Source: an optimization exercise on an open RTL-to-GDS flow (aim: small area). Production flows keep margins and buffers that such runs may drop.
Where RTL was checked, it was by simulation tests only, not by an equivalence proof against the original.
For run 4, only the layout was checked, not whether the RTL still works.
In every run shown here, the design's own scripts or RTL, not TritonCTS, make the clock network.
The clock input has no modelled driver; a real chip could not lean on it and would need a root buffer or a full tree.
Power is estimated from default activity; no workload was simulated.

## flow/flow/clock_buffers.tcl

```tcl
# Manual clock buffering: split the clock sinks into K groups (k-means on
# their positions) and drive each group from its own buffer placed at the
# group's centroid; the clock port drives the K buffers directly.
proc manual_clock_buffers { clk_net_name buf_cell k } {
  set block [ord::get_db_block]
  set net [$block findNet $clk_net_name]
  set pts {}
  foreach it [$net getITerms] {
    set b [[$it getInst] getBBox]
    lappend pts [list [expr {([$b xMin] + [$b xMax]) / 2.0}] [expr {([$b yMin] + [$b yMax]) / 2.0}] [$it getInst] [[$it getMTerm] getName]]
  }
  set n [llength $pts]
  # initial centres: sinks spread along x order
  set sorted [lsort -real -index 0 $pts]
  set cent {}
  for {set c 0} {$c < $k} {incr c} {
    set p [lindex $sorted [expr {int(($c + 0.5) * $n / $k)}]]
    lappend cent [list [lindex $p 0] [lindex $p 1]]
  }
  # k-means, with each group holding at most ceil(n / k) sinks: sinks are
  # assigned greedily in order of distance to the group centres.
  set cap [expr {($n + $k - 1) / $k}]
  for {set iter 0} {$iter < 50} {incr iter} {
    set pairs {}
    for {set i 0} {$i < $n} {incr i} {
      set p [lindex $pts $i]
      for {set c 0} {$c < $k} {incr c} {
        lappend pairs [list [expr {abs([lindex $p 0] - [lindex $cent $c 0]) + abs([lindex $p 1] - [lindex $cent $c 1])}] $i $c]
      }
    }
    set pairs [lsort -real -index 0 $pairs]
    set asg [lrepeat $n -1]
    set fill [lrepeat $k 0]
    foreach pr $pairs {
      lassign $pr d i c
      if { [lindex $asg $i] >= 0 || [lindex $fill $c] >= $cap } { continue }
      lset asg $i $c
      lset fill $c [expr {[lindex $fill $c] + 1}]
    }
    set newc {}
    for {set c 0} {$c < $k} {incr c} {
      set sx 0; set sy 0; set m 0
      foreach p $pts a $asg { if {$a == $c} { set sx [expr {$sx + [lindex $p 0]}]; set sy [expr {$sy + [lindex $p 1]}]; incr m } }
      if {$m > 0} { lappend newc [list [expr {$sx / $m}] [expr {$sy / $m}]] } else { lappend newc [lindex $cent $c] }
    }
    set cent $newc
  }
  set dbu [$block getDbUnitsPerMicron]
  for {set c 0} {$c < $k} {incr c} {
    set pins {}
    foreach p $pts a $asg {
      if {$a == $c} { lappend pins [get_pins -of_objects [get_cells [[lindex $p 2] getName]] -filter "name == [lindex $p 3]"] }
    }
    if {[llength $pins] == 0} { continue }
    set x [expr {[lindex $cent $c 0] / $dbu}]
    set y [expr {[lindex $cent $c 1] / $dbu}]
    puts "clock group $c: [llength $pins] sinks, buffer at $x $y"
    insert_buffer -buffer_cell $buf_cell -net $clk_net_name -load_pins $pins -location [list $x $y] \
      -buffer_name clkbuf_leaf_$c -net_name clknet_leaf_$c
  }
}
```

## flow/flow/cts_pre.tcl

```tcl
# PRE_CTS hook: replace TritonCTS by a one-level clock tree. The clock port
# drives MY_CLK_GROUPS buffers (MY_CLK_BUF), each driving the registers
# nearest to it (see clock_buffers.tcl).
source [file join [file dirname [info script]] clock_buffers.tcl]
proc clock_tree_synthesis { args } {
  manual_clock_buffers clk $::env(MY_CLK_BUF) $::env(MY_CLK_GROUPS)
  set_propagated_clock [all_clocks]
}
```

## flow/flow/area.abc

```
strash
&get -n
&st
&dch -f
&nf -R 1000
&put
topo
```

## flow/config.mk

```make
export PLATFORM = sky130hd
export DESIGN_NAME = adcSGM58600Ctrler
export DESIGN_NICKNAME = adcSGM58600Ctrler
export VERILOG_FILES = /design/flow/design.v
export SDC_FILE = /design/flow/constraint.sdc
export NUM_CORES = 4
export LEC_CHECK = 0
export ABC_AREA = 1
export CAP_MARGIN = 0
export CORE_MARGIN = 2
export CORE_UTILIZATION = 40
export PLACE_DENSITY = 0.95
export SLEW_MARGIN = 0
```

## flow/design.v

```verilog
`default_nettype none
module adcSGM58600Ctrler
#(
  parameter STATUS = 8'b0000_0100,
  parameter MUX    = 8'b0001_0000,
  parameter ADCON  = 8'b0000_0001,
  parameter DRATE  = 8'b1111_0000
)(
  output reg  [23 : 0]  adc_dout_24b,
  output reg            adc_dout_24b_valid,
  output wire         adc_cs_n,
  output wire         adc_sclk,
  output reg          adc_din,
  input  wire         adc_dout,
  input  wire         adc_drdy_n,
  output wire         adc_sync_n,
  output wire         adc_rst_n,
  input  wire         clk,
  input  wire         rstn
);
reg adc_drdy_n_r1;
always @(posedge clk)
  adc_drdy_n_r1 <= adc_drdy_n;
wire adc_drdy_n_nedge = ~adc_drdy_n &  adc_drdy_n_r1;
wire adc_drdy_n_pedge =  adc_drdy_n & ~adc_drdy_n_r1;
assign adc_cs_n   = 1'b0;
assign adc_sync_n = 1'b1;
assign adc_rst_n  = rstn;
localparam [1:0] IDLE = 2'd2, WRITE_REG = 2'd0, SEND_CMD = 2'd1, READ = 2'd3;
reg [1:0] state;
wire s_idle = (state == IDLE);
wire s_wreg = (state == WRITE_REG);
wire s_cmd  = (state == SEND_CMD);
wire s_read = (state == READ);
reg [1:0] ph;
assign adc_sclk = ph[1];
wire adc_sclk_pedge    =  ph[1] &  ph[0];
wire adc_sclk_pedge_r1 =  ph[1] & ~ph[0];
reg  [23:0] adc_dout_24b_temp;
wire [23:0] cnt = adc_dout_24b_temp;
wire wreg_bit = (~cnt[20] & cnt[9] & ~cnt[1] & ~cnt[0])
  | (~cnt[4] & cnt[3])
  | (~cnt[22] & ~cnt[16] & cnt[14])
  | (cnt[3] & ~cnt[2])
  | (~cnt[7] & ~cnt[2] & cnt[1]);
wire write_reg_finish = (cnt[10] & ~cnt[9] & ~cnt[0]);
wire rdatac_cmd_finish = (cnt[7])
  | (cnt[17]);
wire rdatac_din = (cnt[6])
  | (cnt[16]);
wire rdatac_wait_finish = (~cnt[10] & cnt[1] & ~cnt[0]);
reg adc_sclk_en;
always @(*) begin
  case (state)
    WRITE_REG: adc_sclk_en = ~write_reg_finish;
    SEND_CMD:  adc_sclk_en = ~adc_drdy_n & ~rdatac_cmd_finish;
    READ:      adc_sclk_en = ~adc_drdy_n;
    default:   adc_sclk_en = 1'b0;
  endcase
end
always @(posedge clk) begin
  ph[0] <= adc_sclk_en & ~ph[1];
  ph[1] <= ph[0] & (adc_sclk_en | ph[1]);
end
wire wreg_done = s_wreg & adc_drdy_n_nedge & write_reg_finish;
always @(posedge clk) begin
  if (~rstn)
    state <= IDLE;
  else
    case (state)
      IDLE:      if (adc_drdy_n_nedge)   state <= WRITE_REG;
      WRITE_REG: if (wreg_done)          state <= SEND_CMD;
      SEND_CMD:  if (rdatac_wait_finish) state <= READ;
      default: ;
    endcase
end
always @(*) begin
  case (state)
    WRITE_REG: adc_din = wreg_bit;
    SEND_CMD:  adc_din = rdatac_din;    
    default:   adc_din = 1'b0;
  endcase
end
wire cnt_step  = s_wreg ? adc_sclk_pedge
               : (adc_sclk_pedge | rdatac_cmd_finish);           
wire cnt_run   = (s_wreg & ~wreg_done) | (s_cmd & ~rdatac_wait_finish);
wire tmp_shift = s_read ?  adc_sclk_pedge_r1 : cnt_run &  cnt_step;
wire tmp_hold  = s_read ? ~adc_sclk_pedge_r1 : cnt_run & ~cnt_step;
wire tmp_in    = s_read ? adc_dout : ~(cnt[23] ^ cnt[18]);
wire word_done = s_read & adc_drdy_n_pedge;
wire out_load  = rstn &  word_done;
wire out_hold  = rstn & ~word_done;               
always @(posedge clk)
  adc_dout_24b_temp <= ({24{tmp_shift}} & {adc_dout_24b_temp[22:0], tmp_in})
                     | ({24{tmp_hold}}  & adc_dout_24b_temp);
always @(posedge clk)
  adc_dout_24b <= ({24{out_load}} & adc_dout_24b_temp)
                | ({24{out_hold}} & adc_dout_24b);
always @(posedge clk)
  adc_dout_24b_valid <= word_done;
endmodule
`resetall
```

## flow/flow/run.sh

```bash
#!/bin/bash
# Standard ORFS layout with these changes:
#  - synthesis maps logic with an area-oriented ABC script (synth.tcl, area.abc);
#  - port buffers use the smallest buffer, sky130_fd_sc_hd__buf_1;
#  - CTS is a one-level tree: the clock port drives a few buffers (MY_CLK_BUF), each
#    driving a group of nearby registers (cts_pre.tcl, clock_buffers.tcl);
#  - before the post-placement repair, high-fanout nets get a stronger driver
#    in place of buffers (upsize.tcl).
set -euo pipefail
here=$(pwd)
export MY_ABC_SCRIPT=$here/flow/area.abc
export MY_CLK_BUF=${MY_CLK_BUF:-sky130_fd_sc_hd__buf_12}
export MY_CLK_GROUPS=${MY_CLK_GROUPS:-2}
export MY_SLEW_TARGET=${MY_SLEW_TARGET:-1.3}
bash standard.sh \
  SYNTH_SCRIPT=$here/flow/synth.tcl \
  "BUFFER_PORTS_ARGS=-buffer_cell sky130_fd_sc_hd__buf_1" \
  PRE_CTS_TCL=$here/flow/cts_pre.tcl \
  PRE_RESIZE_TCL=$here/flow/upsize.tcl \
  finish > standard.log 2>&1
```

## flow/constraint.sdc

```tcl
create_clock -name core_clock -period 10.0 [get_ports {clk}]
set_input_delay 2.0000 -clock core_clock [delete_from_list [all_inputs] [get_ports {clk}]]
set_output_delay 2.0000 -clock core_clock [all_outputs]
set_load 0.01 [all_outputs]
```

## flow/flow/synth.tcl

```tcl
# The standard flow's synthesis script (synth_recipe.tcl) with one change: ABC maps the
# logic with an area-oriented script (MY_ABC_SCRIPT) in place of ORFS's.
# Registers, their names and the flatten/rename steps are unchanged.
proc synth {args} { yosys synth -nofsm -noshare {*}$args }
proc abc {args} {
  set i [lsearch -exact $args -script]
  if { $i >= 0 && [info exists ::env(MY_ABC_SCRIPT)] } {
    set args [lreplace $args [expr {$i + 1}] [expr {$i + 1}] $::env(MY_ABC_SCRIPT)]
  }
  yosys abc {*}$args
}
source $::env(SCRIPTS_DIR)/synth.tcl
# left out here: clear keep_hierarchy, flatten, clean up, hide names made inside functions, write 1_2_yosys.v
```

## flow/standard.sh

```bash
#!/bin/bash
# synth_recipe.tcl (not shown) runs the flow's synth.tcl, then flattens the netlist and writes it again
# the make line also repeats each setting of config.mk as NAME=value (left out here)
make -C /OpenROAD-flow-scripts/flow DESIGN_CONFIG=/design/flow/config.mk WORK_HOME=/design/flow/orfs CLKGATE_MAP_FILE= SYNTH_SCRIPT=/design/flow/synth_recipe.tcl "${@:-finish}"
```

## flow/flow/upsize.tcl

```tcl
# PRE_RESIZE hook, run after global placement.
# 1. merge_tie_cells: see below.
# 2. upsize_weak_drivers: drive high-fanout nets by upsizing their driver instead of
# splitting them with buffers. Buffers that timing-driven global placement
# added inside the logic are removed first; then each driver whose output
# slew exceeds MY_SLEW_TARGET (ns) is replaced by the next stronger cell of
# the same function (_1 -> _2 -> _4) while that cell exists.
proc upsize_weak_drivers { target } {
  set bufs [get_cells -quiet {place* load_slew* split* rebuffer* wire*}]
  foreach b $bufs {
    # reconnect the buffer's loads to its input net, then delete it
    set inst [[ord::get_db_block] findInst [get_full_name $b]]
    set in_net ""; set out_net ""
    foreach it [$inst getITerms] {
      if { [$it isInputSignal] } { set in_net [$it getNet] }
      if { [$it isOutputSignal] } { set out_net [$it getNet] }
    }
    if { $in_net eq "" || $out_net eq "" || [llength [$out_net getBTerms]] > 0 } { continue }
    puts "upsize_weak_drivers: removing buffer [$inst getName]"
    foreach it [$out_net getITerms] {
      if { [$it getInst] ne $inst } { $it disconnect; $it connect $in_net }
    }
    odb::dbInst_destroy $inst
    odb::dbNet_destroy $out_net
  }
  estimate_parasitics -placement
  foreach net [get_nets *] {
    set drv [get_pins -quiet -of_objects $net -filter "direction == output"]
    if { [llength $drv] != 1 } { continue }
    set inst [get_cells -quiet -of_objects $drv]
    if { [llength $inst] != 1 } { continue }
    set ref [get_property $inst ref_name]
    if { [string match "*df*" $ref] || [string match "*conb*" $ref] } { continue }
    while { [get_property $drv slew_max] > $target } {
      if { ![regexp {^(.*)_(\d+)$} $ref -> base size] } { break }
      set next ""
      foreach s {2 4 8} {
        if { $s > $size && [llength [get_lib_cells -quiet */${base}_$s]] > 0 } { set next ${base}_$s; break }
      }
      if { $next eq "" } { break }
      puts "upsize_weak_drivers: [get_full_name $inst] $ref -> $next (slew [get_property $drv slew_max])"
      replace_cell $inst [lindex [get_lib_cells */$next] 0]
      set ref $next
      estimate_parasitics -placement
    }
  }
}

# One sky130 conb_1 tie cell has both a HI and a LO output: when one tie
# cell drives only HI and another only LO, move the LO net to the first cell
# and delete the second.
proc merge_tie_cells { } {
  set block [ord::get_db_block]
  set hi_only {}; set lo_only {}
  foreach inst [$block getInsts] {
    if { [[$inst getMaster] getName] ne "sky130_fd_sc_hd__conb_1" } { continue }
    set hi [$inst findITerm HI]; set lo [$inst findITerm LO]
    set hn [$hi getNet]; set ln [$lo getNet]
    if { $hn ne "NULL" && $hn ne "" && ($ln eq "NULL" || $ln eq "") } { lappend hi_only $inst }
    if { $ln ne "NULL" && $ln ne "" && ($hn eq "NULL" || $hn eq "") } { lappend lo_only $inst }
  }
  foreach keep $hi_only drop $lo_only {
    if { $keep eq "" || $drop eq "" } { break }
    set net [[$drop findITerm LO] getNet]
    [$drop findITerm LO] disconnect
    [$keep findITerm LO] connect $net
    puts "merge_tie_cells: [$drop getName] LO moved to [$keep getName]"
    odb::dbInst_destroy $drop
  }
}
merge_tie_cells
upsize_weak_drivers $::env(MY_SLEW_TARGET)
```

==> impl_results.html, run 1 <==
<table>
<tr><th>Metric</th><th>Value</th></tr>
<tr><th colspan="2">Outcome</th></tr>
<tr><td>Outcome</td><td>complete, no violations</td></tr>
<tr><th colspan="2">Synth</th></tr>
<tr><td>Sequential share of the synthesized area</td><td>61.5%</td></tr>
<tr><td>Syn_nets</td><td>152</td></tr>
<tr><td>Top cell type by total area after synthesis</td><td>sky130_fd_sc_hd__dfxtp_1</td></tr>
<tr><td>Most frequently used flop master after synthesis</td><td>sky130_fd_sc_hd__dfxtp_1</td></tr>
<tr><td>Most numerous cell in the Yosys netlist</td><td>sky130_fd_sc_hd__dfxtp_1</td></tr>
<tr><td>Synthesis warning total</td><td>1</td></tr>
<tr><td>Mapped Cells</td><td>148</td></tr>
<tr><td>Most common library cells after synthesis</td><td>sky130_fd_sc_hd__dfxtp_1, sky130_fd_sc_hd__a22o_1, sky130_fd_sc_hd__nor2_1</td></tr>
<tr><td>Share of async-settable or async-resettable flops after synthesis</td><td>0%</td></tr>
<tr><td>Number of flops mapped to enable cells by yosys</td><td>0</td></tr>
<tr><td>Post-Syn Area per Cell</td><td>11.9 sq um</td></tr>
<tr><td>Area contributors post-synth</td><td>sky130_fd_sc_hd__dfxtp_1, sky130_fd_sc_hd__a22o_1, sky130_fd_sc_hd__o21ai_0</td></tr>
<tr><td>Area share of the largest cell type after synthesis</td><td>61.5%</td></tr>
<tr><td>Synthesized area</td><td>1760 sq um</td></tr>
<tr><td>Count of unique library cells instantiated by Yosys</td><td>22</td></tr>
<tr><td>Synthesized flop and latch total</td><td>54</td></tr>
<tr><th colspan="2">Global routing</th></tr>
<tr><td>Initial antenna violation count</td><td>0</td></tr>
<tr><td>Overall overflow remaining after global route</td><td>0</td></tr>
<tr><td>Largest net degree at the start of global routing</td><td>28</td></tr>
<tr><td>First-pass GRT wire length</td><td>5470 microns</td></tr>
<tr><td>Vias in the first global route</td><td>1071</td></tr>
<tr><td>GRT Util Overall</td><td>13.0%</td></tr>
<tr><th colspan="2">Layout</th></tr>
<tr><td>Final nets</td><td>184</td></tr>
<tr><td>Synth-to-layout area growth</td><td>11.5%</td></tr>
<tr><td>Antenna diodes</td><td>0</td></tr>
<tr><td>Filler cells</td><td>408</td></tr>
<tr><td>Area used by multi-input combinational logic</td><td>654 sq um</td></tr>
<tr><td>Share of cells above drive strength 1</td><td>2.26%</td></tr>
<tr><td>Register Area</td><td>1080 sq um</td></tr>
<tr><th colspan="2">STA</th></tr>
<tr><td>Post-route clock skew</td><td>0.00602 ns</td></tr>
<tr><td>Portion of the clock cycle consumed by the worst path in the final layout</td><td>43.1%</td></tr>
<tr><td>Total of endpoints with negative setup slack in the final report</td><td>0</td></tr>
<tr><td>Final Slew Violations</td><td>0</td></tr>
<tr><td>Setup tns final</td><td>0 ns</td></tr>
<tr><td>Setup repair after global routing missed its margin</td><td>no</td></tr>
<tr><td>Max Clk Rate</td><td>0.232 GHz</td></tr>
<tr><td>Least-Margin Pin Slew</td><td>1.30 ns</td></tr>
<tr><td>Final setup margin</td><td>5.69 ns</td></tr>
<tr><td>Relative slew margins</td><td>13.6%</td></tr>
<tr><td>Final hold vios</td><td>0</td></tr>
<tr><td>Min Clock Period, post-route</td><td>4.31 ns</td></tr>
<tr><th colspan="2">Hold path</th></tr>
<tr><td>Hold crit path type</td><td>register to register</td></tr>
<tr><td>Hold path cells</td><td>1</td></tr>
<tr><td>Launch instance of the worst min-delay path</td><td>adc_drdy_n_r1</td></tr>
<tr><td>Worst Hold Endpoint</td><td>adc_dout_24b_valid</td></tr>
<tr><th colspan="2">Clock network</th></tr>
<tr><td>Clock latency at the later pin of the worst-skew pair</td><td>0.13 ns</td></tr>
<tr><td>Worst-path clk slew</td><td>0.10 ns</td></tr>
<tr><td>Post-CTS setup buffer count</td><td>0</td></tr>
<tr><td>Count of cells resized by post-cts repair</td><td>0</td></tr>
<tr><td>Number of buffers inserted for hold repair after clock tree synthesis</td><td>0</td></tr>
<tr><th colspan="2">Die</th></tr>
<tr><td>DIE WIDTH</td><td>70.3 microns</td></tr>
<tr><td>Die Y-Extent</td><td>70.3 microns</td></tr>
<tr><td>Initial standard-cell utilization of the core</td><td>41.0%</td></tr>
<tr><td>Die area</td><td>4940 sq um</td></tr>
<tr><td>Area of the placeable core</td><td>4290 sq um</td></tr>
<tr><td>Number of placement rows</td><td>24</td></tr>
<tr><td>Number of top-level design ports</td><td>34</td></tr>
<tr><th colspan="2">Routing</th></tr>
<tr><td>DRT antenna net count</td><td>0</td></tr>
<tr><td>Average vias per placed instance</td><td>5.43</td></tr>
<tr><td>Average wire per cell in the routed design</td><td>14.6 microns</td></tr>
<tr><td>Initial DRT Pass Iterations</td><td>4</td></tr>
<tr><td>Total Routed Length</td><td>3340 microns</td></tr>
<tr><td>Number of vias in the routed layout</td><td>1243</td></tr>
<tr><td>DRC violations left</td><td>0</td></tr>
<tr><td>Number of violations reported at the end of detailed-routing iteration 0</td><td>125</td></tr>
<tr><th colspan="2">Setup path</th></tr>
<tr><td>Cell with the largest stage delay on the worst path</td><td>sky130_fd_sc_hd__buf_1</td></tr>
<tr><td>Series of cell instances along the critical path</td><td>buf_1 &gt; buf_1</td></tr>
<tr><td>Slack of the worst reg-to-reg path</td><td>7.65 ns</td></tr>
<tr><td>Family with the most delay on the worst path</td><td>buffers and inverters</td></tr>
<tr><td>Type of the worst setup path</td><td>input port to output port</td></tr>
<tr><td>Reg-to-Reg End</td><td>adc_dout_24b_temp[3]</td></tr>
<tr><td>Endpoint type of the worst setup path</td><td>output port</td></tr>
<tr><td>Critical Path Start Type</td><td>input port</td></tr>
<tr><td>Arrival time of the worst setup path</td><td>2.31 ns</td></tr>
<tr><td>Data required time at the worst endpoint</td><td>8.00 ns</td></tr>
<tr><td>Most prevalent standard cell on the critical path</td><td>sky130_fd_sc_hd__buf_1</td></tr>
<tr><td>Crit-path max cell delay</td><td>0.17 ns</td></tr>
<tr><td>Biggest fanout along the worst timing path</td><td>5</td></tr>
<tr><td>Number of buffers and inverters on the critical path</td><td>2</td></tr>
<tr><td>Worst flop-to-flop path startpoint</td><td>state[1]</td></tr>
<tr><td>Cell count of the worst reg-to-reg path</td><td>7</td></tr>
<tr><th colspan="2">Pwr</th></tr>
<tr><td>Post-layout power</td><td>321 uW</td></tr>
<tr><td>VDD IR max</td><td>106 uV</td></tr>
<tr><td>Static leakage</td><td>0.730 nW</td></tr>
<tr><td>Power Dens Cells</td><td>164 nW/um^2</td></tr>
<tr><th colspan="2">Place</th></tr>
<tr><td>Pre-CTS setup slack</td><td>5.69 ns</td></tr>
<tr><td>Placed wire-length estimate</td><td>2340 microns</td></tr>
<tr><td>Gpl congestion</td><td>0.834</td></tr>
<tr><td>Port-buffer cells</td><td>31</td></tr>
<tr><th colspan="2">Flow run</th></tr>
<tr><td>Max-capacitance violation count</td><td>0</td></tr>
</table>
==> routing by layer <==
layer,wire length (microns),global-route usage (%),up-vias
met3,220,1.15,2
li1,-,-,625
met1,1630,20.8,574
met5,0,0,-
met2,1480,19.9,42
met4,11,0.214,0
==> layout by cell type, fill, tap and decap left out, drive strengths merged, types with 2 or more instances in the layout <==
| cell | netlist | routed |
|---|---|---|
| o21ai | 6 | 6 |
| buf | 3 | 33 |
| nand2b | 4 | 4 |
| nor3b | 3 | 3 |
| a21boi | 2 | 2 |
| a22o | 48 | 48 |
| a21oi | 2 | 2 |
| nand2 | 5 | 5 |
| dfxtp | 54 | 54 |
| nor2 | 8 | 8 |
==> registers in the layout, summed over array words and instances (netlist names) <==
name / flops
adc_dout_24b: 24
adc_dout_24b_temp: 24
adc_dout_24b_valid: 1
adc_drdy_n_r1: 1
ph: 2
state: 2
==> report_power, final <==
group          leakage (nW)  internal [mW]  total [mW]  switching [mW]
Clock                0.0188         0.0326      0.0821          0.0495
Sequential            0.436          0.217       0.220         0.00239
Combinational         0.276        0.00426      0.0188          0.0145
Total                 0.730          0.254       0.321          0.0664
==> cell type report, without the clock buffers <==
type                       instances  share of cell area [%]
tap                               52                    3.32
inverter                           1                   0.191
sequential                        54                    55.1
timing repair buffer              31                    5.93
multi-input combinational         89                    33.4
==> through the flow <==
step                util (%)  std cells  hold slack [ns]  instance area [sq um]
floorplan                  -        148            0.419                   1760
global placement        45.0        230            0.431                   1930
detailed placement      44.7        227            0.446                   1920
CTS                     45.7        229            0.463                   1960
global route            45.7        229            0.477                   1960
finish                  45.7        229            0.460                   1960
==> kinds of logic after synthesis <==
kind of cell | Yosys count | synth area share, %
other | 2 | 0.427
buffers and inverters | 4 | 1.49
and+or+nand+nor | 26 | 7.68
xor gates and xnor gates | 1 | 0.498
AOI/OAI and AO/OA | 61 | 28.4
DFF | 54 | 61.5
==> how the worst max path moves through the flow <==
stage / from / end / slack, ns / depth (start not counted)
finish: rstn / adc_rst_n / 5.69 / 2
global route: rstn / adc_rst_n / 5.64 / 2
CTS: rstn / adc_rst_n / 5.69 / 2
detailed placement: rstn / adc_rst_n / 5.69 / 2
global placement: rstn / adc_rst_n / 5.70 / 2
floorplan: rstn / adc_rst_n / 5.88 / 1
==> run 2, diff against run 1 <==
==> flow/flow/area.abc (replaced) <==
strash
&get -n
&st
&deepsyn -T 60
&dch -f
&nf -R 1000
&put
topo
==> run 2 against run 1 <==
Final area is 1.4% lower. Sequential power hardly changed. Hold slack worse by 0.0068 ns. Maximum frequency hardly changed. Sequential cell count stayed put. Area after synthesis is 1.4% lower. Die area is 1.3% lower. Combinational power is 61% lower. Critical path depth stayed put. Register-to-register slack worse by 0.39 ns. First-iteration DRC count is 38% lower. Highest routed layer unchanged.
==> impl_results.html, run 2 <==
<table>
<tr><th>Metric</th><th>Value</th></tr>
<tr><th colspan="2">Outcome</th></tr>
<tr><td>Outcome</td><td>complete, no violations</td></tr>
<tr><th colspan="2">Setup path</th></tr>
<tr><td>Critical path endpoint</td><td>adc_rst_n</td></tr>
<tr><td>Arrival time of the worst setup path</td><td>2.31 ns</td></tr>
<tr><td>Biggest fanout along the worst timing path</td><td>5</td></tr>
<tr><td>Endpoint type of the worst setup path</td><td>output port</td></tr>
<tr><td>Crit-path max cell delay</td><td>0.17 ns</td></tr>
<tr><td>Most prevalent standard cell on the critical path</td><td>sky130_fd_sc_hd__buf_1</td></tr>
<tr><td>Data required time at the worst endpoint</td><td>8.00 ns</td></tr>
<tr><td>Cell count of the worst reg-to-reg path</td><td>7</td></tr>
<tr><td>Slack of the worst reg-to-reg path</td><td>7.26 ns</td></tr>
<tr><td>Number of buffers and inverters on the critical path</td><td>2</td></tr>
<tr><td>Family with the most delay on the worst path</td><td>buffers and inverters</td></tr>
<tr><td>Type of the worst setup path</td><td>input port to output port</td></tr>
<tr><td>Instance count on the critical path</td><td>2</td></tr>
<tr><td>Cell with the largest stage delay on the worst path</td><td>sky130_fd_sc_hd__buf_1</td></tr>
<tr><td>Series of cell instances along the critical path</td><td>buf_1 &gt; buf_1</td></tr>
<tr><td>Reg-to-Reg End</td><td>adc_dout_24b_temp[0]</td></tr>
<tr><td>Critical Path Start Type</td><td>input port</td></tr>
<tr><td>Launch point of the critical path</td><td>rstn</td></tr>
<tr><td>Worst flop-to-flop path startpoint</td><td>adc_dout_24b_temp[10]</td></tr>
<tr><th colspan="2">STA</th></tr>
<tr><td>Final hold vios</td><td>0</td></tr>
<tr><td>Min Hold Slack</td><td>0.453 ns</td></tr>
<tr><td>Setup repair after global routing missed its margin</td><td>no</td></tr>
<tr><td>Setup tns final</td><td>0 ns</td></tr>
<tr><td>Final setup margin</td><td>5.69 ns</td></tr>
<tr><td>Max Clk Rate</td><td>0.232 GHz</td></tr>
<tr><td>Total of endpoints with negative setup slack in the final report</td><td>0</td></tr>
<tr><td>Post-route clock skew</td><td>0.00414 ns</td></tr>
<tr><td>Portion of the clock cycle consumed by the worst path in the final layout</td><td>43.1%</td></tr>
<tr><td>Final Slew Violations</td><td>0</td></tr>
<tr><td>Min Clock Period, post-route</td><td>4.31 ns</td></tr>
<tr><td>Relative slew margins</td><td>19.0%</td></tr>
<tr><td>Least-Margin Pin Slew</td><td>1.22 ns</td></tr>
<tr><th colspan="2">Place</th></tr>
<tr><td>Gpl congestion</td><td>0.778</td></tr>
<tr><td>Cell Count Post-Placement</td><td>221</td></tr>
<tr><td>Placed cell area</td><td>1890 sq um</td></tr>
<tr><td>Port-buffer cells</td><td>31</td></tr>
<tr><td>Pre-CTS setup slack</td><td>5.69 ns</td></tr>
<tr><td>Placed wire-length estimate</td><td>2300 microns</td></tr>
<tr><th colspan="2">Synth</th></tr>
<tr><td>Synthesized flop and latch total</td><td>54</td></tr>
<tr><td>Area contributors post-synth</td><td>sky130_fd_sc_hd__dfxtp_1, sky130_fd_sc_hd__a22o_1, sky130_fd_sc_hd__o21ai_0</td></tr>
<tr><td>Main combinational cell family by area after synthesis</td><td>compound AO/OA/AOI/OAI gates</td></tr>
<tr><td>Compound-Gate Fraction of Synth Area</td><td>29.2%</td></tr>
<tr><td>Arithmetic-cell share of the synthesized area counting full adders, half adders and majority gates</td><td>0%</td></tr>
<tr><td>Area share of the largest cell type after synthesis</td><td>62.3%</td></tr>
<tr><td>Count of unique library cells instantiated by Yosys</td><td>20</td></tr>
<tr><td>Xor-xnor portion of the synthesized cell area</td><td>0.505%</td></tr>
<tr><td>Sequential share of the synthesized area</td><td>62.3%</td></tr>
<tr><td>Synth Area in Simple Gates</td><td>5.56%</td></tr>
<tr><td>Number of flops mapped to enable cells by yosys</td><td>0</td></tr>
<tr><td>Mapped Cells</td><td>144</td></tr>
<tr><td>Share of async-settable or async-resettable flops after synthesis</td><td>0%</td></tr>
<tr><td>Multiplexer share of the synthesized area</td><td>0%</td></tr>
<tr><td>Most common library cells after synthesis</td><td>sky130_fd_sc_hd__dfxtp_1, sky130_fd_sc_hd__a22o_1, sky130_fd_sc_hd__nand2_1, sky130_fd_sc_hd__nor2_1, sky130_fd_sc_hd__o21ai_0</td></tr>
<tr><td>Synthesized area</td><td>1730 sq um</td></tr>
<tr><td>Syn_nets</td><td>148</td></tr>
<tr><td>Post-Syn Area per Cell</td><td>12.0 sq um</td></tr>
<tr><td>Top cell type by total area after synthesis</td><td>sky130_fd_sc_hd__dfxtp_1</td></tr>
<tr><td>Most frequently used flop master after synthesis</td><td>sky130_fd_sc_hd__dfxtp_1</td></tr>
<tr><td>Synthesis warning total</td><td>1</td></tr>
<tr><td>Most numerous cell in the Yosys netlist</td><td>sky130_fd_sc_hd__dfxtp_1</td></tr>
<tr><th colspan="2">Global routing</th></tr>
<tr><td>Vias in the first global route</td><td>1103</td></tr>
<tr><td>First-pass GRT wire length</td><td>5440 microns</td></tr>
<tr><td>Overall overflow remaining after global route</td><td>0</td></tr>
<tr><td>GRT Util Overall</td><td>13.1%</td></tr>
<tr><td>Initial antenna violation count</td><td>0</td></tr>
<tr><td>Largest net degree at the start of global routing</td><td>28</td></tr>
<tr><th colspan="2">Layout</th></tr>
<tr><td>Post-route cell area</td><td>1930 sq um</td></tr>
<tr><td>Synth-to-layout area growth</td><td>11.5%</td></tr>
<tr><td>Antenna diodes</td><td>0</td></tr>
<tr><td>Final non-filler cell total</td><td>223</td></tr>
<tr><td>Biggest regs</td><td>adc_dout_24b (24), adc_dout_24b_temp (24)</td></tr>
<tr><td>Share of cells above drive strength 1</td><td>2.31%</td></tr>
<tr><td>Highest-count cells in the layout ignoring fill and taps</td><td>sky130_fd_sc_hd__dfxtp_1, sky130_fd_sc_hd__a22o_1, sky130_fd_sc_hd__buf_1</td></tr>
<tr><td>Final nets</td><td>180</td></tr>
<tr><td>Leading cell type in the layout, fill and taps excluded</td><td>sky130_fd_sc_hd__dfxtp_1</td></tr>
<tr><td>Final core utilization</td><td>47.3%</td></tr>
<tr><th colspan="2">Routing</th></tr>
<tr><td>Average vias per placed instance</td><td>5.58</td></tr>
<tr><td>Total Routed Length</td><td>3310 microns</td></tr>
<tr><td>DRC violations left</td><td>0</td></tr>
<tr><td>DRT antenna net count</td><td>0</td></tr>
<tr><td>Initial DRT Pass Iterations</td><td>4</td></tr>
<tr><td>Number of vias in the routed layout</td><td>1244</td></tr>
<tr><td>Number of violations reported at the end of detailed-routing iteration 0</td><td>77</td></tr>
<tr><td>Average wire per cell in the routed design</td><td>14.8 microns</td></tr>
<tr><th colspan="2">Hold path</th></tr>
<tr><td>Hold crit path type</td><td>register to register</td></tr>
<tr><td>Launch instance of the worst min-delay path</td><td>adc_drdy_n_r1</td></tr>
<tr><th colspan="2">Pwr</th></tr>
<tr><td>Post-layout power</td><td>308 uW</td></tr>
<tr><td>VDD IR max</td><td>96.8 uV</td></tr>
<tr><td>Power Dens Cells</td><td>159 nW/um^2</td></tr>
<tr><td>Static leakage</td><td>0.716 nW</td></tr>
<tr><th colspan="2">Die</th></tr>
<tr><td>Die Y-Extent</td><td>69.8 microns</td></tr>
<tr><td>Number of top-level design ports</td><td>34</td></tr>
<tr><td>Area of the placeable core</td><td>4090 sq um</td></tr>
<tr><td>DIE WIDTH</td><td>69.8 microns</td></tr>
<tr><td>Number of placement rows</td><td>23</td></tr>
<tr><td>Die area</td><td>4880 sq um</td></tr>
<tr><td>Initial standard-cell utilization of the core</td><td>42.4%</td></tr>
<tr><th colspan="2">Clock network</th></tr>
<tr><td>Clock latency at the later pin of the worst-skew pair</td><td>0.13 ns</td></tr>
<tr><td>Post-CTS setup buffer count</td><td>0</td></tr>
<tr><td>Worst-path clk slew</td><td>0.10 ns</td></tr>
<tr><td>Number of buffers inserted for hold repair after clock tree synthesis</td><td>0</td></tr>
<tr><td>Count of cells resized by post-cts repair</td><td>0</td></tr>
<tr><th colspan="2">Flow run</th></tr>
<tr><td>Max-capacitance violation count</td><td>0</td></tr>
</table>
==> run 2: cell count changes after synthesis, sizes merged, moves of 2 or more <==
cell and change:
nand2b -4, nor2 -3, nor2b +2, clkinv +2, a31oi +2, a21boi -2
==> run 2: metal layers <==
layer	wire length, microns	track usage, %	vias up
li1	-	-	614
met1	1550	18.5	587
met2	1510	22.5	41
met3	226	1.45	2
met4	29	0.855	0
met5	0	0	-
==> run 2: kinds of logic (layout without fill, tap and decap cells) <==
family          count (synthesis)  in the layout
compound gates                 62             62
buf+inv                         6             36
xor+xnor                        1              1
simple gates                   19             19
other cells                     2              1
flops                          54             54
==> run 2: worst min-delay path by stage <==
stage	slack, ns	end	depth (start not counted)
4_1_cts	0.46	adc_dout_24b_valid	1
3_3_place_gp	0.42	adc_dout_24b_valid	1
3_5_place_dp	0.44	adc_dout_24b_valid	1
2_1_floorplan	0.41	adc_dout_24b_valid	1
6_report	0.45	adc_dout_24b_valid	1
5_1_grt	0.50	adc_dout_24b_valid	1
==> run 2: layout make-up, without the clock buffers <==
type                            instances  area (sq um)
Fill cell                             392          2150
Inverter                                3          11.3
Multi-Input combinational cell         83           622
Sequential cell                        54          1080
Tap cell                               50          62.6
Timing Repair Buffer                   31           116
==> run 2: report_power, final <==
| group | switching [mW] | internal [mW] | leakage, nW |
|---|---|---|---|
| Clock | 0.0509 | 0.0326 | 0.0188 |
| Combinational | 0.00564 | 0.00171 | 0.262 |
| Sequential | 0.00105 | 0.216 | 0.436 |
==> run 3, diff against run 2 <==
==> flow/flow/area.abc (replaced) <==
strash
&get -n
&st
&deepsyn -T 20
&dch -f
&nf -R 1000
&put
topo
==> run 3 against run 2 <==
Still clean. Sequential cell count unchanged. Clock power about the same. Worst setup slack unchanged. Wire length unchanged. Largest cell class unchanged. Highest routed layer unchanged.
==> impl_results.html, run 3 <==
<table>
<tr><th>Metric</th><th>Value</th></tr>
<tr><th colspan="2">STA</th></tr>
<tr><td>Final Slew Violations</td><td>0</td></tr>
<tr><td>Portion of the clock cycle consumed by the worst path in the final layout</td><td>43.1%</td></tr>
<tr><td>Max Clk Rate</td><td>0.232 GHz</td></tr>
<tr><td>Final setup margin</td><td>5.69 ns</td></tr>
<tr><td>Setup tns final</td><td>0 ns</td></tr>
<tr><td>Least-Margin Pin Slew</td><td>1.22 ns</td></tr>
<tr><td>Post-route clock skew</td><td>0.00414 ns</td></tr>
<tr><td>Setup repair after global routing missed its margin</td><td>no</td></tr>
<tr><td>Min Clock Period, post-route</td><td>4.31 ns</td></tr>
<tr><td>Final hold vios</td><td>0</td></tr>
<tr><td>Total of endpoints with negative setup slack in the final report</td><td>0</td></tr>
<tr><td>Relative slew margins</td><td>19.0%</td></tr>
<tr><th colspan="2">Synth</th></tr>
<tr><td>Area contributors post-synth</td><td>sky130_fd_sc_hd__dfxtp_1, sky130_fd_sc_hd__a22o_1, sky130_fd_sc_hd__o21ai_0</td></tr>
<tr><td>Most common library cells after synthesis</td><td>sky130_fd_sc_hd__dfxtp_1, sky130_fd_sc_hd__a22o_1, sky130_fd_sc_hd__nand2_1, sky130_fd_sc_hd__nor2_1, sky130_fd_sc_hd__o21ai_0</td></tr>
<tr><td>Count of unique library cells instantiated by Yosys</td><td>20</td></tr>
<tr><td>Synth Area in Simple Gates</td><td>5.56%</td></tr>
<tr><td>Top cell type by total area after synthesis</td><td>sky130_fd_sc_hd__dfxtp_1</td></tr>
<tr><td>Synthesis warning total</td><td>1</td></tr>
<tr><td>Synthesized area</td><td>1730 sq um</td></tr>
<tr><td>Multiplexer share of the synthesized area</td><td>0%</td></tr>
<tr><td>Synthesized flop and latch total</td><td>54</td></tr>
<tr><td>Syn_nets</td><td>148</td></tr>
<tr><td>Post-Syn Area per Cell</td><td>12.0 sq um</td></tr>
<tr><td>Share of async-settable or async-resettable flops after synthesis</td><td>0%</td></tr>
<tr><td>Most frequently used flop master after synthesis</td><td>sky130_fd_sc_hd__dfxtp_1</td></tr>
<tr><td>Arithmetic-cell share of the synthesized area counting full adders, half adders and majority gates</td><td>0%</td></tr>
<tr><td>Number of flops mapped to enable cells by yosys</td><td>0</td></tr>
<tr><td>Area share of the largest cell type after synthesis</td><td>62.3%</td></tr>
<tr><td>Xor-xnor portion of the synthesized cell area</td><td>0.505%</td></tr>
<tr><td>Compound-Gate Fraction of Synth Area</td><td>29.2%</td></tr>
<tr><td>Mapped Cells</td><td>144</td></tr>
<tr><td>Main combinational cell family by area after synthesis</td><td>compound AO/OA/AOI/OAI gates</td></tr>
<tr><td>Sequential share of the synthesized area</td><td>62.3%</td></tr>
<tr><td>Most numerous cell in the Yosys netlist</td><td>sky130_fd_sc_hd__dfxtp_1</td></tr>
<tr><th colspan="2">Setup path</th></tr>
<tr><td>Biggest fanout along the worst timing path</td><td>5</td></tr>
<tr><td>Cell with the largest stage delay on the worst path</td><td>sky130_fd_sc_hd__buf_1</td></tr>
<tr><td>Worst flop-to-flop path startpoint</td><td>adc_dout_24b_temp[10]</td></tr>
<tr><td>Launch point of the critical path</td><td>rstn</td></tr>
<tr><td>Series of cell instances along the critical path</td><td>buf_1 &gt; buf_1</td></tr>
<tr><td>Type of the worst setup path</td><td>input port to output port</td></tr>
<tr><td>Arrival time of the worst setup path</td><td>2.31 ns</td></tr>
<tr><td>Endpoint type of the worst setup path</td><td>output port</td></tr>
<tr><td>Crit-path max cell delay</td><td>0.17 ns</td></tr>
<tr><td>Number of buffers and inverters on the critical path</td><td>2</td></tr>
<tr><td>Instance count on the critical path</td><td>2</td></tr>
<tr><td>Cell count of the worst reg-to-reg path</td><td>7</td></tr>
<tr><td>Critical Path Start Type</td><td>input port</td></tr>
<tr><td>Data required time at the worst endpoint</td><td>8.00 ns</td></tr>
<tr><td>Family with the most delay on the worst path</td><td>buffers and inverters</td></tr>
<tr><td>Most prevalent standard cell on the critical path</td><td>sky130_fd_sc_hd__buf_1</td></tr>
<tr><th colspan="2">Place</th></tr>
<tr><td>Placed wire-length estimate</td><td>2300 microns</td></tr>
<tr><td>Port-buffer cells</td><td>31</td></tr>
<tr><td>Pre-CTS setup slack</td><td>5.69 ns</td></tr>
<tr><td>Gpl congestion</td><td>0.778</td></tr>
<tr><th colspan="2">Global routing</th></tr>
<tr><td>GRT Util Overall</td><td>13.1%</td></tr>
<tr><td>Overall overflow remaining after global route</td><td>0</td></tr>
<tr><td>Initial antenna violation count</td><td>0</td></tr>
<tr><td>First-pass GRT wire length</td><td>5440 microns</td></tr>
<tr><td>Vias in the first global route</td><td>1103</td></tr>
<tr><td>Largest net degree at the start of global routing</td><td>28</td></tr>
<tr><th colspan="2">Die</th></tr>
<tr><td>Area of the placeable core</td><td>4090 sq um</td></tr>
<tr><td>Number of top-level design ports</td><td>34</td></tr>
<tr><td>Number of placement rows</td><td>23</td></tr>
<tr><td>DIE WIDTH</td><td>69.8 microns</td></tr>
<tr><td>Die Y-Extent</td><td>69.8 microns</td></tr>
<tr><td>Die area</td><td>4880 sq um</td></tr>
<tr><td>Initial standard-cell utilization of the core</td><td>42.4%</td></tr>
<tr><th colspan="2">Layout</th></tr>
<tr><td>Antenna diodes</td><td>0</td></tr>
<tr><td>Biggest regs</td><td>adc_dout_24b (24), adc_dout_24b_temp (24)</td></tr>
<tr><td>Highest-count cells in the layout ignoring fill and taps</td><td>sky130_fd_sc_hd__dfxtp_1, sky130_fd_sc_hd__a22o_1, sky130_fd_sc_hd__buf_1</td></tr>
<tr><td>Area used by multi-input combinational logic</td><td>622 sq um</td></tr>
<tr><td>Leading cell type in the layout, fill and taps excluded</td><td>sky130_fd_sc_hd__dfxtp_1</td></tr>
<tr><td>Register Area</td><td>1080 sq um</td></tr>
<tr><td>Filler cells</td><td>392</td></tr>
<tr><td>Share of cells above drive strength 1</td><td>2.31%</td></tr>
<tr><td>Synth-to-layout area growth</td><td>11.5%</td></tr>
<tr><td>Final nets</td><td>180</td></tr>
<tr><th colspan="2">Clock network</th></tr>
<tr><td>Clock latency at the later pin of the worst-skew pair</td><td>0.13 ns</td></tr>
<tr><td>Number of buffers inserted for hold repair after clock tree synthesis</td><td>0</td></tr>
<tr><td>Post-CTS setup buffer count</td><td>0</td></tr>
<tr><td>Count of cells resized by post-cts repair</td><td>0</td></tr>
<tr><td>Worst-path clk slew</td><td>0.10 ns</td></tr>
<tr><th colspan="2">Pwr</th></tr>
<tr><td>Static leakage</td><td>0.716 nW</td></tr>
<tr><td>Post-layout power</td><td>308 uW</td></tr>
<tr><td>Power Dens Cells</td><td>159 nW/um^2</td></tr>
<tr><td>VDD IR max</td><td>96.8 uV</td></tr>
<tr><th colspan="2">Hold path</th></tr>
<tr><td>Hold path cells</td><td>1</td></tr>
<tr><td>Hold crit path type</td><td>register to register</td></tr>
<tr><td>Launch instance of the worst min-delay path</td><td>adc_drdy_n_r1</td></tr>
<tr><th colspan="2">Routing</th></tr>
<tr><td>DRT antenna net count</td><td>0</td></tr>
<tr><td>Average wire per cell in the routed design</td><td>14.8 microns</td></tr>
<tr><td>DRC violations left</td><td>0</td></tr>
<tr><td>Number of vias in the routed layout</td><td>1244</td></tr>
<tr><td>Number of violations reported at the end of detailed-routing iteration 0</td><td>77</td></tr>
<tr><td>Initial DRT Pass Iterations</td><td>4</td></tr>
<tr><td>Average vias per placed instance</td><td>5.58</td></tr>
<tr><td>Total Routed Length</td><td>3310 microns</td></tr>
<tr><th colspan="2">Flow run</th></tr>
<tr><td>Max-capacitance violation count</td><td>0</td></tr>
<tr><th colspan="2">Outcome</th></tr>
<tr><td>Outcome</td><td>complete, no violations</td></tr>
</table>
run 3: where the power goes:
group          switching [mW]  internal, mW  leakage, nW
Clock                  0.0509        0.0326       0.0188
Combinational         0.00564       0.00171        0.262
Sequential            0.00105         0.216        0.436
Total                  0.0576         0.250        0.716
run 3: final timing paths:
kind | to | slack [ns]
hold reg to reg | adc_dout_24b_valid | 0.45
hold / removal | adc_dout_24b_valid | 0.45
setup reg to reg | adc_dout_24b_temp[0] | 7.26
setup / recovery | adc_rst_n | 5.69
run 3: worst reg2reg max path, delay by kind of cell (launching register included):
family / cells / cell delay [ns]
AO/OA/AOI/OAI: 4 / 1.70
AND/OR/NAND/NOR: 3 / 0.54
flip-flops: 1 / 0.43
run 3: cell families after synthesis:
| family | Yosys count |
|---|---|
| AOI/OAI and AO/OA | 62 |
| xor gates and xnor gates | 1 |
| buffers and inverters | 6 |
| DFF | 54 |
| other | 2 |
| and+or+nand+nor | 19 |
run 3: stage by stage:
step | utilization [%] | hold WS (ns) | cells | cell area (sq um)
after floorplan | - | 0.408 | 144 | 1730
after global placement | 46.6 | 0.425 | 224 | 1910
after detailed placement | 46.3 | 0.442 | 221 | 1890
after CTS | 47.3 | 0.458 | 223 | 1930
after global routing | 47.3 | 0.496 | 223 | 1930
final | 47.3 | 0.453 | 223 | 1930
run 3: routing by layer:
metal,GRT usage (%),up-vias,part of all wire [%]
li1,-,614,-
met1,18.5,587,47
met2,22.5,41,46
met3,1.45,2,6.8
met4,0.855,0,0.88
met5,0,-,0
run 3: cell type report, without the clock buffers:
cell class                 count  area share (%)
timing repair buffer          31            6.02
sequential                    54            55.9
multi-input combinational     83            32.2
tap                           50            3.24
inverter                       3           0.583
==> run 4, diff against run 3 <==
--- a/flow/design.v
+++ b/flow/design.v
@@ -38,17 +38,19 @@
 wire adc_sclk_pedge_r1 =  ph[1] & ~ph[0];
 reg  [23:0] adc_dout_24b_temp;
 wire [23:0] cnt = adc_dout_24b_temp;
-wire wreg_bit = (~cnt[20] & cnt[9] & ~cnt[1] & ~cnt[0])
-  | (~cnt[4] & cnt[3])
-  | (~cnt[22] & ~cnt[16] & cnt[14])
-  | (cnt[3] & ~cnt[2])
-  | (~cnt[7] & ~cnt[2] & cnt[1]);
-wire write_reg_finish = (cnt[10] & ~cnt[9] & ~cnt[0]);
+wire wreg_bit = (cnt[14] & ~cnt[9] & ~cnt[4])
+  | (~cnt[4] & ~cnt[2] & cnt[1])
+  | (~cnt[16] & cnt[14] & cnt[1])
+  | (~cnt[9] & ~cnt[4] & cnt[3])
+  | (cnt[13] & ~cnt[8] & cnt[7]);
+wire write_reg_finish = (~cnt[10] & cnt[7] & ~cnt[0]);
 wire rdatac_cmd_finish = (cnt[7])
+  | (cnt[12])
   | (cnt[17]);
 wire rdatac_din = (cnt[6])
+  | (cnt[11])
   | (cnt[16]);
-wire rdatac_wait_finish = (~cnt[10] & cnt[1] & ~cnt[0]);
+wire rdatac_wait_finish = (cnt[13] & ~cnt[8] & cnt[7] & ~cnt[0]);
 reg adc_sclk_en;
 always @(*) begin
   case (state)
@@ -86,7 +88,7 @@
 wire cnt_run   = (s_wreg & ~wreg_done) | (s_cmd & ~rdatac_wait_finish);
 wire tmp_shift = s_read ?  adc_sclk_pedge_r1 : cnt_run &  cnt_step;
 wire tmp_hold  = s_read ? ~adc_sclk_pedge_r1 : cnt_run & ~cnt_step;
-wire tmp_in    = s_read ? adc_dout : ~(cnt[23] ^ cnt[18]);
+wire tmp_in    = s_read ? adc_dout : ~(cnt[19] ^ cnt[14]);
 wire word_done = s_read & adc_drdy_n_pedge;
 wire out_load  = rstn &  word_done;
 wire out_hold  = rstn & ~word_done;               
--- a/flow/flow/run.sh
+++ b/flow/flow/run.sh
@@ -11,7 +11,7 @@
 export MY_ABC_SCRIPT=$here/flow/area.abc
 export MY_CLK_BUF=${MY_CLK_BUF:-sky130_fd_sc_hd__buf_12}
 export MY_CLK_GROUPS=${MY_CLK_GROUPS:-2}
-export MY_SLEW_TARGET=${MY_SLEW_TARGET:-1.3}
+export MY_SLEW_TARGET=${MY_SLEW_TARGET:-1.1}
 bash standard.sh \
   SYNTH_SCRIPT=$here/flow/synth.tcl \
   "BUFFER_PORTS_ARGS=-buffer_cell sky130_fd_sc_hd__buf_1" \
==> run 4 against run 3 <==
Still clean on timing, DRC and antenna. Wire length is 6.2% higher. Via count rose by 0.16%. Final area is 0.19% higher. Global-route usage up 0.95 points. Die area grew 0.13%. Largest cell class unchanged.
==> impl_results.html, run 4 <==
<table>
<tr><th>Metric</th><th>Value</th></tr>
<tr><th colspan="2">Outcome</th></tr>
<tr><td>Outcome</td><td>complete, no violations</td></tr>
<tr><th colspan="2">STA</th></tr>
<tr><td>Setup tns final</td><td>0 ns</td></tr>
<tr><td>Final Slew Violations</td><td>0</td></tr>
<tr><td>Setup repair after global routing missed its margin</td><td>no</td></tr>
<tr><td>Portion of the clock cycle consumed by the worst path in the final layout</td><td>43.2%</td></tr>
<tr><td>Max Clk Rate</td><td>0.231 GHz</td></tr>
<tr><td>Least-Margin Pin Slew</td><td>1.03 ns</td></tr>
<tr><td>Relative slew margins</td><td>31.4%</td></tr>
<tr><td>Min Clock Period, post-route</td><td>4.32 ns</td></tr>
<tr><td>Total of endpoints with negative setup slack in the final report</td><td>0</td></tr>
<tr><td>Post-route clock skew</td><td>0.00485 ns</td></tr>
<tr><td>Final hold vios</td><td>0</td></tr>
<tr><th colspan="2">Routing</th></tr>
<tr><td>Total Routed Length</td><td>3510 microns</td></tr>
<tr><td>Average vias per placed instance</td><td>5.59</td></tr>
<tr><td>Initial DRT Pass Iterations</td><td>4</td></tr>
<tr><td>Number of violations reported at the end of detailed-routing iteration 0</td><td>71</td></tr>
<tr><td>Number of vias in the routed layout</td><td>1246</td></tr>
<tr><td>DRT antenna net count</td><td>0</td></tr>
<tr><td>Average wire per cell in the routed design</td><td>15.8 microns</td></tr>
<tr><td>DRC violations left</td><td>0</td></tr>
<tr><th colspan="2">Layout</th></tr>
<tr><td>Synth-to-layout area growth</td><td>11.5%</td></tr>
<tr><td>Final core utilization</td><td>47.4%</td></tr>
<tr><td>Biggest regs</td><td>adc_dout_24b (24), adc_dout_24b_temp (24)</td></tr>
<tr><td>Share of cells above drive strength 1</td><td>2.89%</td></tr>
<tr><td>Final nets</td><td>180</td></tr>
<tr><td>Leading cell type in the layout, fill and taps excluded</td><td>sky130_fd_sc_hd__dfxtp_1</td></tr>
<tr><td>Area used by multi-input combinational logic</td><td>622 sq um</td></tr>
<tr><td>Register Area</td><td>1080 sq um</td></tr>
<tr><td>Filler cells</td><td>391</td></tr>
<tr><td>Highest-count cells in the layout ignoring fill and taps</td><td>sky130_fd_sc_hd__dfxtp_1, sky130_fd_sc_hd__a22o_1, sky130_fd_sc_hd__buf_1</td></tr>
<tr><td>Antenna diodes</td><td>0</td></tr>
<tr><th colspan="2">Synth</th></tr>
<tr><td>Synthesized flop and latch total</td><td>54</td></tr>
<tr><td>Count of unique library cells instantiated by Yosys</td><td>22</td></tr>
<tr><td>Mapped Cells</td><td>144</td></tr>
<tr><td>Number of flops mapped to enable cells by yosys</td><td>0</td></tr>
<tr><td>Area contributors post-synth</td><td>sky130_fd_sc_hd__dfxtp_1, sky130_fd_sc_hd__a22o_1, sky130_fd_sc_hd__buf_4</td></tr>
<tr><td>Post-Syn Area per Cell</td><td>12.1 sq um</td></tr>
<tr><td>Syn_nets</td><td>148</td></tr>
<tr><td>Most common library cells after synthesis</td><td>sky130_fd_sc_hd__dfxtp_1, sky130_fd_sc_hd__a22o_1, sky130_fd_sc_hd__nand2_1</td></tr>
<tr><td>Most numerous cell in the Yosys netlist</td><td>sky130_fd_sc_hd__dfxtp_1</td></tr>
<tr><td>Share of async-settable or async-resettable flops after synthesis</td><td>0%</td></tr>
<tr><td>Most frequently used flop master after synthesis</td><td>sky130_fd_sc_hd__dfxtp_1</td></tr>
<tr><td>Sequential share of the synthesized area</td><td>62.2%</td></tr>
<tr><td>Synthesized area</td><td>1740 sq um</td></tr>
<tr><td>Area share of the largest cell type after synthesis</td><td>62.2%</td></tr>
<tr><td>Synthesis warning total</td><td>1</td></tr>
<tr><td>Top cell type by total area after synthesis</td><td>sky130_fd_sc_hd__dfxtp_1</td></tr>
<tr><th colspan="2">Die</th></tr>
<tr><td>Number of placement rows</td><td>23</td></tr>
<tr><td>Die area</td><td>4880 sq um</td></tr>
<tr><td>Initial standard-cell utilization of the core</td><td>42.5%</td></tr>
<tr><td>Area of the placeable core</td><td>4090 sq um</td></tr>
<tr><td>Die Y-Extent</td><td>69.9 microns</td></tr>
<tr><td>DIE WIDTH</td><td>69.9 microns</td></tr>
<tr><td>Number of top-level design ports</td><td>34</td></tr>
<tr><th colspan="2">Setup path</th></tr>
<tr><td>Cell count of the worst reg-to-reg path</td><td>7</td></tr>
<tr><td>Worst flop-to-flop path startpoint</td><td>adc_dout_24b_temp[7]</td></tr>
<tr><td>Crit-path max cell delay</td><td>0.18 ns</td></tr>
<tr><td>Data required time at the worst endpoint</td><td>8.00 ns</td></tr>
<tr><td>Endpoint type of the worst setup path</td><td>output port</td></tr>
<tr><td>Arrival time of the worst setup path</td><td>2.32 ns</td></tr>
<tr><td>Critical path endpoint</td><td>adc_rst_n</td></tr>
<tr><td>Critical Path Start Type</td><td>input port</td></tr>
<tr><td>Reg-to-Reg End</td><td>adc_dout_24b_temp[0]</td></tr>
<tr><td>Cell with the largest stage delay on the worst path</td><td>sky130_fd_sc_hd__buf_1</td></tr>
<tr><td>Type of the worst setup path</td><td>input port to output port</td></tr>
<tr><td>Series of cell instances along the critical path</td><td>buf_1 &gt; buf_1</td></tr>
<tr><td>Slack of the worst reg-to-reg path</td><td>7.23 ns</td></tr>
<tr><td>Instance count on the critical path</td><td>2</td></tr>
<tr><td>Biggest fanout along the worst timing path</td><td>5</td></tr>
<tr><td>Launch point of the critical path</td><td>rstn</td></tr>
<tr><td>Most prevalent standard cell on the critical path</td><td>sky130_fd_sc_hd__buf_1</td></tr>
<tr><td>Number of buffers and inverters on the critical path</td><td>2</td></tr>
<tr><td>Family with the most delay on the worst path</td><td>buffers and inverters</td></tr>
<tr><th colspan="2">Global routing</th></tr>
<tr><td>GRT Util Overall</td><td>14.0%</td></tr>
<tr><td>First-pass GRT wire length</td><td>5830 microns</td></tr>
<tr><td>Largest net degree at the start of global routing</td><td>28</td></tr>
<tr><td>Vias in the first global route</td><td>1126</td></tr>
<tr><td>Initial antenna violation count</td><td>0</td></tr>
<tr><td>Overall overflow remaining after global route</td><td>0</td></tr>
<tr><th colspan="2">Place</th></tr>
<tr><td>Gpl congestion</td><td>0.812</td></tr>
<tr><td>Port-buffer cells</td><td>31</td></tr>
<tr><td>Placed wire-length estimate</td><td>2420 microns</td></tr>
<tr><th colspan="2">Pwr</th></tr>
<tr><td>Power Dens Cells</td><td>159 nW/um^2</td></tr>
<tr><td>VDD IR max</td><td>87.7 uV</td></tr>
<tr><td>Static leakage</td><td>0.713 nW</td></tr>
<tr><th colspan="2">Hold path</th></tr>
<tr><td>Hold path cells</td><td>1</td></tr>
<tr><td>Hold crit path type</td><td>register to register</td></tr>
<tr><th colspan="2">Clock network</th></tr>
<tr><td>Clock latency at the later pin of the worst-skew pair</td><td>0.13 ns</td></tr>
<tr><td>Count of cells resized by post-cts repair</td><td>0</td></tr>
<tr><td>Worst-path clk slew</td><td>0.10 ns</td></tr>
<tr><td>Post-CTS setup buffer count</td><td>0</td></tr>
<tr><td>Number of buffers inserted for hold repair after clock tree synthesis</td><td>0</td></tr>
<tr><th colspan="2">Flow run</th></tr>
<tr><td>Max-capacitance violation count</td><td>0</td></tr>
</table>
## run 4: layer usage
layer	track usage [%]	up-vias	part of all wire (%)	wire length (microns)
met5	0	-	0	0
met2	23.6	26	46	1630
met3	1.15	3	4.2	148
li1	-	614	-	-
met4	0.641	0	0.57	20
met1	20.8	603	49	1720
## run 4: where the power goes
part	switching [mW]	internal (mW)
logic	0.00580	0.00185
clock network	0.0506	0.0326
registers	0.00108	0.216
total	0.0575	0.250
## run 4: final cells by class, without the clock buffers
cell class,instances,share of cell area (%)
flip-flops and latches,54,55.8
multi-input cells,82,32.1
repair buffers,31,6.01
well taps,50,3.23
inverters,4,0.775
## run 4: cells by family (layout without fill, tap and decap cells)
family | after synthesis | count (layout) | synth area share [%]
flip-flops | 54 | 54 | 62.2
buffers and inverters | 7 | 37 | 2.16
AND/OR/NAND/NOR | 18 | 18 | 5.19
AO/OA/AOI/OAI | 62 | 62 | 29.5
XOR/XNOR | 1 | 1 | 0.504
other | 2 | 1 | 0.432
## run 4: worst min path at each step
stage	end	startpoint
after global placement	adc_dout_24b_valid	adc_drdy_n_r1
after CTS	adc_dout_24b_valid	adc_drdy_n_r1
after floorplan	adc_dout_24b_valid	adc_drdy_n_r1
final	adc_dout_24b_valid	adc_drdy_n_r1
after detailed placement	adc_dout_24b_valid	adc_drdy_n_r1
after global routing	adc_dout_24b_valid	adc_drdy_n_r1
## run 4: worst register-to-register path: cells and delay by family (launching register included)
kind             cells  cell delay [ns]
AO/OA/AOI/OAI        4             1.73
AND/OR/NAND/NOR      3             0.53
flip-flops           1             0.46
## run 4: per-stage QoR
stage	instance area (sq um)	worst slack [ns]	total power, mW	hold slack [ns]	std cells
after detailed placement	1900	5.68	0.229	0.438	221
final	1940	5.68	0.308	0.468	223
after floorplan	1740	5.86	0.227	0.408	144
after global routing	1940	5.56	0.318	0.483	223
after global placement	1920	5.71	0.229	0.426	225
after CTS	1940	5.68	0.309	0.459	223

==> re-timing with driven ports <==
No port has a modelled driver above. Below, the same layouts with a new extraction and two added sets of constraints.
Step 1 sets driving cells, clkbuf_16 on the clock port and buf_2 on the other inputs (assumed; they add their load-dependent delay and slew).
Step 2 also shifts input and output timing later by t, the mid clock arrival at the registers, as if the neighbouring blocks saw the same clock.
Three values: ideal ports, drivers, drivers and shift; two values: the first two.
run	t (ns)	setup WS [ns]	worst register clock-pin slew, ns	pins driven straight from the clock port
run 1	0.175	5.689 / 5.668 / 5.668	0.10 / 0.10	2
run 2	0.181	5.689 / 5.669 / 5.657	0.10 / 0.10	2
run 3	0.181	5.689 / 5.669 / 5.657	0.10 / 0.10	2
run 4	0.180	5.678 / 5.657 / 5.653	0.10 / 0.10	2
After both steps every run listed still meets setup and hold.
